This design comes from an exercise in tuning for small area, a short achievable clock period and few clock cycles on the open sky130 flow, not from production work.
RTL that was checked went through simulation tests only; none was proved equivalent to the original.
Power is estimated from default activity; no workload was simulated.

Setup of P:
// powlib_xbar_top
module powlib_xbar_top(clk,rst,wrdatas,wraddrs,wrvlds,wrrdys,rddatas,rdaddrs,rdvlds,rdrdys);
  localparam                       B_WRS = 4;
  localparam                       B_RDS = 3;
  localparam                       B_AW  = 2;
  localparam                       B_DW  = 8;
  input     wire                   clk;
  input     wire                   rst;
  input     wire [B_WRS*B_DW-1:0]  wrdatas;
  input     wire [B_WRS*B_AW-1:0]  wraddrs;
  input     wire [B_WRS-1:0]       wrvlds;
  output    wire [B_WRS-1:0]       wrrdys;
  output    wire [B_RDS*B_DW-1:0]  rddatas;
  output    wire [B_RDS*B_AW-1:0]  rdaddrs;
  output    wire [B_RDS-1:0]       rdvlds;
  input     wire [B_RDS-1:0]       rdrdys;
  reg  [B_RDS-1:0]      vld_q;            
  reg  [B_RDS*B_DW-1:0] dat_q;            
  reg                   a0_q;             
  reg  [1:0]            top_q;            
  wire [B_WRS-1:0]      dec [0:B_RDS-1];  
  wire [B_WRS-1:0]      req [0:B_RDS-1];  
  wire [B_WRS-1:0]      tk  [0:B_RDS-1];  
  wire [B_WRS-1:0]      blk [0:B_RDS-1];  
  wire [B_RDS-1:0]      acc;              
  wire [B_RDS-1:0]      hold;             
  wire [B_WRS*B_WRS-1:0] pri;
  genvar i, j, k;
  for (k=0; k<B_WRS; k=k+1) begin : g_pk
    for (i=0; i<B_WRS; i=i+1) begin : g_pi
      wire [B_WRS-1:0] m;
      for (j=0; j<B_WRS; j=j+1) begin : g_pm
        assign m[j] = (k!=i) && (((j-i-1)&3) <= ((k-i-1)&3));
      end
      assign pri[k*B_WRS+i] = m[top_q];
    end
  end
  for (i=0; i<B_WRS; i=i+1) begin : g_wr
    wire [1:0] a = wraddrs[i*B_AW+:B_AW];
    assign dec[0][i] =  a[1] &  a[0];
    assign dec[1][i] =  a[1] & ~a[0];
    assign dec[2][i] = ~a[1];
    assign req[0][i] = wrvlds[i] & dec[0][i];
    assign req[1][i] = wrvlds[i] & dec[1][i];
    assign req[2][i] = wrvlds[i] & dec[2][i];
    assign wrrdys[i] = (dec[0][i] & acc[0] & ~blk[0][i]) |
                       (dec[1][i] & acc[1] & ~blk[1][i]) |
                       (dec[2][i] & acc[2] & ~blk[2][i]);
  end
  for (j=0; j<B_RDS; j=j+1) begin : g_rd
    for (i=0; i<B_WRS; i=i+1) begin : g_blk
  ...
==> flow/config.mk <==
export PLATFORM = sky130hd
export DESIGN_NAME = powlib_xbar_top
export DESIGN_NICKNAME = powlib_xbar_top
export VERILOG_FILES = /design/flow/design.v
export SDC_FILE = /design/flow/constraint.sdc
export NUM_CORES = 4
export LEC_CHECK = 0
export CAP_MARGIN = 20
export CORE_MARGIN = 2
export CORE_UTILIZATION = 40
export CTS_BUF_LIST = sky130_fd_sc_hd__clkbuf_4
export CTS_CLUSTER_SIZE = 30
export SETUP_SLACK_MARGIN = 1.0
export SLEW_MARGIN = 20
==> flow/constraint.sdc <==
create_clock -name core_clock -period 3.6 [get_ports {clk}]
set_input_delay 0.7200 -clock core_clock [delete_from_list [all_inputs] [get_ports {clk}]]
set_output_delay 0.7200 -clock core_clock [all_outputs]
set_load 0.01 [all_outputs]
standard.sh (not shown) runs the stock make flow with config.mk's settings and CLKGATE_MAP_FILE= SYNTH_SCRIPT=/design/flow/synth_recipe.tcl, a recipe that flattens the netlist after the stock synthesis.
==> flow/flow/run.sh <==
#!/bin/bash
# Standard layout, except that the port buffers are the smallest plain
# buffer (the resizer upsizes the ones on critical paths) instead of the
# delay buffer buffer_ports picks by default.
set -euo pipefail
export BUFFER_PORTS_ARGS="-buffer_cell sky130_fd_sc_hd__buf_1"
bash standard.sh > standard.log 2>&1
The flow did not stop early for P: all stages ran, and the layout cleared the timing, DRC and antenna checks.
Setup changes, P to Q
- CTS_BUF_LIST no longer set, was sky130_fd_sc_hd__clkbuf_4
- TNS_END_PERCENT now 10, previously not set
- CTS_CLUSTER_SIZE no longer set, was 30
## What came out
The design area was comparable across Q and P.
[Q vs P] via count: higher in Q
Power: Q draws more than P
Of Q and P, it is Q that has the higher mean number of vias per cell.
Footprint of the multi-input gates: Q < P
The inputs of R differ from those of Q as listed below.
- TNS_END_PERCENT no longer set, was 10
Results
- Compared with Q, in R final worst-path cycle share +0.31 points; sequential share of layout area held steady; number of remaining DRC errors now sits at about the same level; maximum clock rate fell 0.43%.
## Diff of input files: S against R
- putting TNS_END_PERCENT at 0 where nothing was set
--- outcome ---
Final core utilization, S and R: larger value in R. Diff S..R | vias after detailed routing | negligible. wraddrs[6] as the critical path launch point was reported by S, and top_q[1]$_SDFF_PP0_ by R. S vs R, final worst-path cycle share went down by 0.31 points. Relative to R, setup slack has gone up in S. Re layout overhead on the synthesized area: R was higher than S. In terms of fraction of power consumed by the clock network, R and S differ only marginally. Compared with R, S improves overall power after layout.
Function was not checked in any run of this note: the RTL went through the layout flow alone.

========
Setup of willow:
powlib_xbar_top, a different RTL version from the one above (not shown whole).
For scale: about 250 cells after synthesis, about 32 flip-flops, ~86 I/O pins, roughly 0.0022 mm^2 of cells after synthesis.
export LEC_CHECK = 0
export CAP_MARGIN = 20
export CORE_MARGIN = 2
export CORE_UTILIZATION = 40
export SETUP_SLACK_MARGIN = 1.5
export SLEW_MARGIN = 20
create_clock -name core_clock -period 3.6 [get_ports {clk}]
==> flow/flow/run.sh <==
#!/bin/bash
# Standard layout, except that the port buffers are the smallest plain
# buffer (the resizer upsizes the ones on critical paths) instead of the
# delay buffer buffer_ports picks by default.
set -euo pipefail
export BUFFER_PORTS_ARGS="-buffer_cell sky130_fd_sc_hd__buf_1"
bash standard.sh MATCH_CELL_FOOTPRINT=0 finish > standard.log 2>&1
For cedar, these inputs were changed with respect to willow:
diff --git a/flow/flow/run.sh b/flow/flow/run.sh
--- a/flow/flow/run.sh
+++ b/flow/flow/run.sh
@@ -7 +7 @@
-bash standard.sh MATCH_CELL_FOOTPRINT=0 finish > standard.log 2>&1
+bash standard.sh > standard.log 2>&1
==> comparison <==
cedar vs willow, number of non-clock buffers in the layout went down by about 10%.
Worst hold margin, willow and cedar, higher one = cedar.
Final period utilization sits lower in cedar than in willow.
The higher leakage dissipation of willow and cedar is in willow.
Diff willow and cedar: fraction of area in clock buffers and inverters lower in willow
cedar finished end to end and its layout was clean on timing, DRC and antenna.
Area growth from synthesis to layout: cedar vs willow down 9.9 points
[inputs] ember vs cedar
- an added ABC_CLOCK_PERIOD_IN_PS of 1000
==> flow/run.sh (new file) <==
#!/bin/bash
# synth_recipe.tcl (not shown) runs the flow's synth.tcl, then flattens the netlist and writes it again
# the make line also repeats each setting of config.mk as NAME=value (left out here)
make -C /OpenROAD-flow-scripts/flow DESIGN_CONFIG=/design/flow/config.mk WORK_HOME=/design/flow/orfs CLKGATE_MAP_FILE= SYNTH_SCRIPT=/design/flow/synth_recipe.tcl finish
removed: flow/flow/run.sh
removed: flow/standard.sh
## What came out
The final core utilization of ember exceeds that of cedar by 9.0 points. In the tables for cedar and ember, number of buffers other than clock buffers in the final layout reads lower with cedar. ember reports its slowest cell on the critical path as o22ai_1 while cedar reports a221o_1. Run comparison: cedar beginning of the critical path wrvlds[1]; ember beginning of the critical path wraddrs[0]. Total power was higher in the run labelled ember. Summary of ember over cedar: met1 demand-to-capacity share in global routing now larger; proportion of cell area occupied by registers now smaller; count of TritonRoute iterations in the first routing pass now smaller; final-layout fill cell count now smaller. The run showing the greater part of the total power dissipated in sequential elements is cedar.
No run of this note included a check of the RTL's function; only the layout flow was run.

========
Another version of the RTL of powlib_xbar_top (not shown whole).
Size: ~220 cells after synthesis, roughly 2200 um^2 of cells after synthesis.
make LEC_CHECK=0 CAP_MARGIN=20 CORE_MARGIN=2 CORE_UTILIZATION=40 SETUP_SLACK_MARGIN=2.5 SLEW_MARGIN=20 finish   # period 3.6 ns
run.sh (not shown) runs the stock make flow with config.mk's settings and CLKGATE_MAP_FILE= SYNTH_SCRIPT=/design/flow/synth_recipe.tcl, a recipe that flattens the netlist after the stock synthesis.
Stock flow here: none of the scripts above is used.
The baseline produced a clean layout.
Testbench counts at the start, summed over its fixed seeds: cycles 4,900.
Edit:
--- a/flow/config.mk
+++ b/flow/config.mk
@@ -9,4 +9,4 @@
 export CORE_MARGIN = 2
 export CORE_UTILIZATION = 40
-export SETUP_SLACK_MARGIN = 2.5
+export SETUP_SLACK_MARGIN = 1.5
 export SLEW_MARGIN = 20
Effect: The changed run went through all stages and came out clean; non-clock buffer count goes down by 27; total power goes down by 16%; setup slack gets better by 0.068 ns; synthesized area does not change.

========
job 1897:
powlib_xbar_top, a different RTL version from the one above (not shown whole).
For scale: ~230 cells after synthesis, ~2000 um^2 of cells after synthesis.
## powlib_xbar_top
module powlib_xbar_top(clk,rst,wrdatas,wraddrs,wrvlds,wrrdys,rddatas,rdaddrs,rdvlds,rdrdys);
==> flow/config.mk <==
export PLATFORM = sky130hd
export DESIGN_NAME = powlib_xbar_top
export DESIGN_NICKNAME = powlib_xbar_top
export VERILOG_FILES = /design/flow/design.v
export SDC_FILE = /design/flow/constraint.sdc
export NUM_CORES = 4
export LEC_CHECK = 0
export CAP_MARGIN = 20
export CORE_MARGIN = 2
export CORE_UTILIZATION = 40
export CTS_BUF_LIST = sky130_fd_sc_hd__clkbuf_4
export CTS_CLUSTER_DIAMETER = 100
export CTS_CLUSTER_SIZE = 40
export SETUP_SLACK_MARGIN = 1.5
export SLEW_MARGIN = 20
export SYNTH_HIERARCHICAL = 1
export SYNTH_MINIMUM_KEEP_SIZE = 0
==> flow/constraint.sdc <==
create_clock -name core_clock -period 3.6 [get_ports {clk}]
set_input_delay 0.7200 -clock core_clock [delete_from_list [all_inputs] [get_ports {clk}]]
set_output_delay 0.7200 -clock core_clock [all_outputs]
set_load 0.01 [all_outputs]
standard.sh (not shown) runs the stock make flow with config.mk's settings and CLKGATE_MAP_FILE= SYNTH_SCRIPT=/design/flow/synth_recipe.tcl, a recipe that flattens the netlist after the stock synthesis.
==> flow/flow/run.sh <==
#!/bin/bash
# Standard layout, except that the port buffers are the smallest plain
# buffer (the resizer upsizes the ones on critical paths) instead of the
# delay buffer buffer_ports picks by default.
set -euo pipefail
export BUFFER_PORTS_ARGS="-buffer_cell sky130_fd_sc_hd__buf_1"
bash standard.sh > standard.log 2>&1
Testbench counts of job 1897, summed over its fixed seeds: cycles 4,878.
#### Input delta (job 3554 over job 1897)
diff --git a/flow/config.mk b/flow/config.mk
--- a/flow/config.mk
+++ b/flow/config.mk
@@ -8,9 +8,9 @@
 export CAP_MARGIN = 20
 export CORE_MARGIN = 2
-export CORE_UTILIZATION = 40
+export CORE_UTILIZATION = 48
 export CTS_BUF_LIST = sky130_fd_sc_hd__clkbuf_4
 export CTS_CLUSTER_DIAMETER = 100
 export CTS_CLUSTER_SIZE = 40
-export SETUP_SLACK_MARGIN = 1.5
+export SETUP_SLACK_MARGIN = 1.35
 export SLEW_MARGIN = 20
 export SYNTH_HIERARCHICAL = 1
--- outcome ---
- Summary of job 3554 over job 1897: layout buffer count excluding clock buffers dropped 5, cell area after placement dropped about 0.9%.
- Job 3554 vs job 1897: die boundary width down by a little under 10%
- Looking at critical path endpoint, the wrrdys[3] result is from job 3554; the wrrdys[0] one comes from job 1897.
- Job 1897 ended up with rdrdys[1] as its startpoint of the most critical setup path; job 3554 ended up with rdrdys[2].
Input changes introduced in job 2459 (baseline for comparison: job 3554):
diff --git a/flow/config.mk b/flow/config.mk
--- a/flow/config.mk
+++ b/flow/config.mk
@@ -8,9 +8,6 @@
 export CAP_MARGIN = 20
 export CORE_MARGIN = 2
-export CORE_UTILIZATION = 48
-export CTS_BUF_LIST = sky130_fd_sc_hd__clkbuf_4
-export CTS_CLUSTER_DIAMETER = 100
-export CTS_CLUSTER_SIZE = 40
-export SETUP_SLACK_MARGIN = 1.35
+export CORE_UTILIZATION = 40
+export SETUP_SLACK_MARGIN = 1.7
 export SLEW_MARGIN = 20
 export SYNTH_HIERARCHICAL = 1
==> run notes <==
Maximum fanout along the worst path: job 2459 > job 3554. Comparing job 2459 and job 3554, cell count of the worst reg-to-reg path is lower on job 3554. Upper clock frequency limit in job 2459 is about 0.54% higher than in job 3554. Diff job 3554 -> job 2459 | share of the core filled with cells | decrease of 4.7 points. The die of job 2459 is larger than the one used in job 3554. Of job 2459 and job 3554, the run reporting the higher worst-case setup margin in the final layout was job 2459. Across both runs, total placed cells including tap cells was higher for job 2459 than for job 3554.
Input-level comparison between job 2381 and job 2459:
diff --git a/flow/config.mk b/flow/config.mk
--- a/flow/config.mk
+++ b/flow/config.mk
@@ -9,5 +9,8 @@
 export CORE_MARGIN = 2
 export CORE_UTILIZATION = 40
-export SETUP_SLACK_MARGIN = 1.7
+export CTS_BUF_LIST = sky130_fd_sc_hd__clkbuf_4
+export CTS_CLUSTER_DIAMETER = 100
+export CTS_CLUSTER_SIZE = 40
+export SETUP_SLACK_MARGIN = 1.3
 export SLEW_MARGIN = 20
 export SYNTH_HIERARCHICAL = 1
Findings:
- Combinational power share: job 2381 lower than job 2459
- Compare job 2381 and job 2459 | number of nets at the end of the flow higher: job 2459
- Compared job 2381 against job 2459; HPWL after detailed placement within noise.

========
== juniper ==
powlib_xbar_top, a different RTL version from the one above (not shown whole).
For scale: ~220 cells after synthesis.
clock: 3.6 ns
lec_check: 0
cap_margin: 20
core_margin: 2
core_utilization: 40
setup_slack_margin: 1.8
slew_margin: 20
synth_hierarchical: 1
synth_minimum_keep_size: 0
Scripts as last shown in full above: flow/flow/run.sh
juniper did not stop at any stage, and its layout met the timing, DRC and antenna checks.
For yarrow, these inputs were changed with respect to juniper:
- a change of SETUP_SLACK_MARGIN from 1.8 to 1.4
==> run notes <==
Per the final summary, yarrow finished and its layout is clean on timing, DRC and antenna.
Delta (yarrow minus juniper): sum of internal, switching and leakage power climbed about 2.3%; path depth of the worst reg2reg path climbed 6; wire length after detailed routing climbed 140 um; clock edge transition at the registers on the reported setup and hold paths climbed 0.02 ns; area occupied by registers barely changed.
No functional check of the RTL was part of any run of this note.

========
fjord:
RTL: one of the versions met above, not the one the previous note started from.
Size: roughly 230 cells after synthesis, ~34 flip-flops, ~86 I/O pins.
## powlib_xbar_top
module powlib_xbar_top(clk,rst,wrdatas,wraddrs,wrvlds,wrrdys,rddatas,rdaddrs,rdvlds,rdrdys);
export LEC_CHECK = 0
export CAP_MARGIN = 20
export CORE_MARGIN = 2
export CORE_UTILIZATION = 40
export CTS_BUF_LIST = sky130_fd_sc_hd__clkbuf_4
export CTS_CLUSTER_DIAMETER = 100
export CTS_CLUSTER_SIZE = 40
export SETUP_SLACK_MARGIN = 1.4
export SLEW_MARGIN = 20
export SYNTH_HIERARCHICAL = 1
export SYNTH_MINIMUM_KEEP_SIZE = 0
create_clock -name core_clock -period 3.6 [get_ports {clk}]
==> flow/flow/run.sh <==
#!/bin/bash
# Standard layout, except that the port buffers are the smallest plain
# buffer (the resizer upsizes the ones on critical paths) instead of the
# delay buffer buffer_ports picks by default, and that after timing repair
# at global routing the resizer downsizes gates on paths with slack to spare.
set -euo pipefail
export BUFFER_PORTS_ARGS="-buffer_cell sky130_fd_sc_hd__buf_1"
export RECOVER_POWER=100
bash standard.sh > standard.log 2>&1
Testbench counts of fjord, summed over its fixed seeds: cycles 4,878.
The inputs of onyx differ from those of fjord as listed below.
# fjord
export LEC_CHECK = 0
export CAP_MARGIN = 20
export CORE_MARGIN = 2
export CORE_UTILIZATION = 40
export CTS_BUF_LIST = sky130_fd_sc_hd__clkbuf_4
export CTS_CLUSTER_DIAMETER = 100
export CTS_CLUSTER_SIZE = 40
export SETUP_SLACK_MARGIN = 1.4
export SLEW_MARGIN = 20
export SYNTH_HIERARCHICAL = 1
export SYNTH_MINIMUM_KEEP_SIZE = 0
create_clock -name core_clock -period 3.6 [get_ports {clk}]
# onyx
export LEC_CHECK = 0
export CAP_MARGIN = 20
export CORE_MARGIN = 2
export CORE_UTILIZATION = 55
export CTS_BUF_LIST = sky130_fd_sc_hd__clkbuf_4
export CTS_CLUSTER_DIAMETER = 100
export CTS_CLUSTER_SIZE = 40
export SETUP_SLACK_MARGIN = 1.4
export SLEW_MARGIN = 20
export SYNTH_HIERARCHICAL = 1
export SYNTH_MINIMUM_KEEP_SIZE = 0
create_clock -name core_clock -period 3.6 [get_ports {clk}]
==> flow/flow/run.sh <==
#!/bin/bash
# Standard layout, except that the port buffers are the smallest plain
# buffer (the resizer upsizes the ones on critical paths) instead of the
# delay buffer buffer_ports picks by default.
set -euo pipefail
export BUFFER_PORTS_ARGS="-buffer_cell sky130_fd_sc_hd__buf_1"
bash standard.sh > standard.log 2>&1
Notes after the runs:
The share of power burned in combinational logic reported for onyx is greater than that of fjord by 0.7 points. Changes observed in onyx relative to fjord: wire length of the first global-routing pass went up by 2.3%, tightest slew margin relative to the limit went up, detailed-route wire length on metal 1 decreased by about 10% relative to the old numbers, routed wire length fell about 4%. Post-CTS repair timing setup buffer count ended up 3 higher on onyx than on fjord. Status: sequential power parity (fjord, onyx). onyx ends up with lower cell count than fjord does.
Edits applied to the flow inputs when going from onyx to indigo:
# onyx
export LEC_CHECK = 0
export CAP_MARGIN = 20
export CORE_MARGIN = 2
export CORE_UTILIZATION = 55
export CTS_BUF_LIST = sky130_fd_sc_hd__clkbuf_4
export CTS_CLUSTER_DIAMETER = 100
export CTS_CLUSTER_SIZE = 40
export SETUP_SLACK_MARGIN = 1.4
export SLEW_MARGIN = 20
export SYNTH_HIERARCHICAL = 1
export SYNTH_MINIMUM_KEEP_SIZE = 0
create_clock -name core_clock -period 3.6 [get_ports {clk}]
# indigo
export LEC_CHECK = 0
export CAP_MARGIN = 20
export CORE_MARGIN = 2
export CORE_UTILIZATION = 40
export SETUP_SLACK_MARGIN = 1.4
export SLEW_MARGIN = 20
export SYNTH_HIERARCHICAL = 1
export SYNTH_MINIMUM_KEEP_SIZE = 0
create_clock -name core_clock -period 3.6 [get_ports {clk}]
Relative to onyx, number of buffers other than clock buffers in the final layout has gone down in indigo.
Critical path arrival delta for indigo relative to onyx: 0.05 ns lower
indigo and onyx ended up with roughly the same number of non-clock inverters in the layout.
Comparing indigo against onyx, there is no change at all in count of mapped cells out of synthesis.
indigo vs onyx: clock skew down in indigo
Sequential share of layout area in indigo vs onyx: down 0.66 points
Timing endpoint of the critical path: wrrdys[0] -> onyx, wrrdys[3] -> indigo
Minimum period implied by the final worst setup slack improves in indigo relative to onyx.
indigo leaves more setup margin than onyx.
Diff onyx -> indigo: global-route wire length before repair now sits lower; fmax rose by 0.011 GHz; met2 usage in global routing down 13 points.
--- input diff indigo..zinc ---
# indigo
export LEC_CHECK = 0
export CAP_MARGIN = 20
export CORE_MARGIN = 2
export CORE_UTILIZATION = 40
export SETUP_SLACK_MARGIN = 1.4
export SLEW_MARGIN = 20
export SYNTH_HIERARCHICAL = 1
export SYNTH_MINIMUM_KEEP_SIZE = 0
create_clock -name core_clock -period 3.6 [get_ports {clk}]
# zinc
export LEC_CHECK = 0
export CAP_MARGIN = 20
export CORE_MARGIN = 2
export CORE_UTILIZATION = 40
export CTS_BUF_LIST = sky130_fd_sc_hd__clkbuf_4
export CTS_CLUSTER_DIAMETER = 100
export CTS_CLUSTER_SIZE = 40
export SETUP_SLACK_MARGIN = 1.4
export SLEW_MARGIN = 20
export SYNTH_HIERARCHICAL = 1
export SYNTH_MINIMUM_KEEP_SIZE = 0
create_clock -name core_clock -period 3.6 [get_ports {clk}]
==> run notes <==
- Total routed wirelength: indigo vs zinc, no meaningful difference
- Looking at setup slack, zinc sits above indigo.
- zinc vs indigo: tightest hold margin up in zinc

==> port drivers added, routing unchanged <==
No port has a modelled driver above. Below, the same layouts with a new extraction and two added sets of constraints.
Step 1 (the two cells are an assumption about what drives the block):
set clk [get_ports {clk}]
set_driving_cell -lib_cell sky130_fd_sc_hd__clkbuf_16 $clk
set_driving_cell -lib_cell sky130_fd_sc_hd__buf_2 [delete_from_list [all_inputs] $clk]
Step 2 times the ports against the registers' clock, not the clock port: input delays grow and output delays shrink by t, the midpoint of the rising clock arrivals with the driver on.
Three values: no drivers, after step 1, after step 2; two values: the first two.
run | t, ns | setup slack, ns | worst hold slack (ns) | latest minus earliest clock arrival (ns)
P | 0.352 | 0.905 / 0.883 / 0.883 | 0.475 / 0.475 / 0.475 | 0.012 / 0.011
Q | 0.307 | 0.990 / 0.961 / 0.961 | 0.457 / 0.457 / 0.457 | 0.012 / 0.012
R | 0.311 | 0.979 / 0.950 / 0.960 | 0.458 / 0.458 / 0.458 | 0.010 / 0.010
S | 0.307 | 0.990 / 0.961 / 0.961 | 0.457 / 0.457 / 0.457 | 0.012 / 0.012
willow | 0.305 | 1.006 / 0.945 / 0.945 | 0.535 / 0.535 / 0.535 | 0.008 / 0.008
cedar | 0.311 | 1.035 / 0.996 / 0.996 | 0.593 / 0.593 / 0.593 | 0.003 / 0.004
ember | 0.306 | 1.033 / 0.992 / 0.992 | 0.577 / 0.577 / 0.577 | 0.002 / 0.003
the first run of note 3 | 0.320 | 0.857 / 0.825 / 0.671 | 0.553 / 0.553 / 0.553 | 0.007 / 0.008
the second run of note 3 | 0.318 | 0.925 / 0.886 / 0.764 | 0.567 / 0.567 / 0.567 | 0.015 / 0.015
job 1897 | 0.371 | 1.345 / 1.323 / 1.168 | 0.465 / 0.465 / 0.465 | 0.008 / 0.009
job 3554 | 0.354 | 1.328 / 1.307 / 1.085 | 0.470 / 0.470 / 0.470 | 0.008 / 0.009
job 2459 | 0.315 | 1.341 / 1.320 / 1.320 | 0.457 / 0.457 / 0.457 | 0.010 / 0.010
job 2381 | 0.358 | 1.328 / 1.302 / 1.186 | 0.459 / 0.459 / 0.459 | 0.009 / 0.008
juniper | 0.311 | 0.985 / 0.944 / 0.944 | 0.448 / 0.448 / 0.448 | 0.007 / 0.007
yarrow | 0.314 | 1.002 / 0.974 / 0.945 | 0.452 / 0.452 / 0.452 | 0.009 / 0.009
fjord | 0.363 | 1.115 / 1.081 / 0.920 | 0.458 / 0.458 / 0.458 | 0.008 / 0.008
onyx | 0.355 | 1.286 / 1.262 / 1.079 | 0.475 / 0.475 / 0.475 | 0.019 / 0.018
indigo | 0.307 | 1.344 / 1.317 / 1.222 | 0.447 / 0.447 / 0.447 | 0.005 / 0.005
zinc | 0.361 | 1.369 / 1.326 / 1.087 | 0.460 / 0.460 / 0.460 | 0.007 / 0.007
After both steps every run listed still meets setup and hold. For zinc, which loses most, drivers alone change the setup slack by -0.043 ns; drivers and shift together by -0.282 ns.
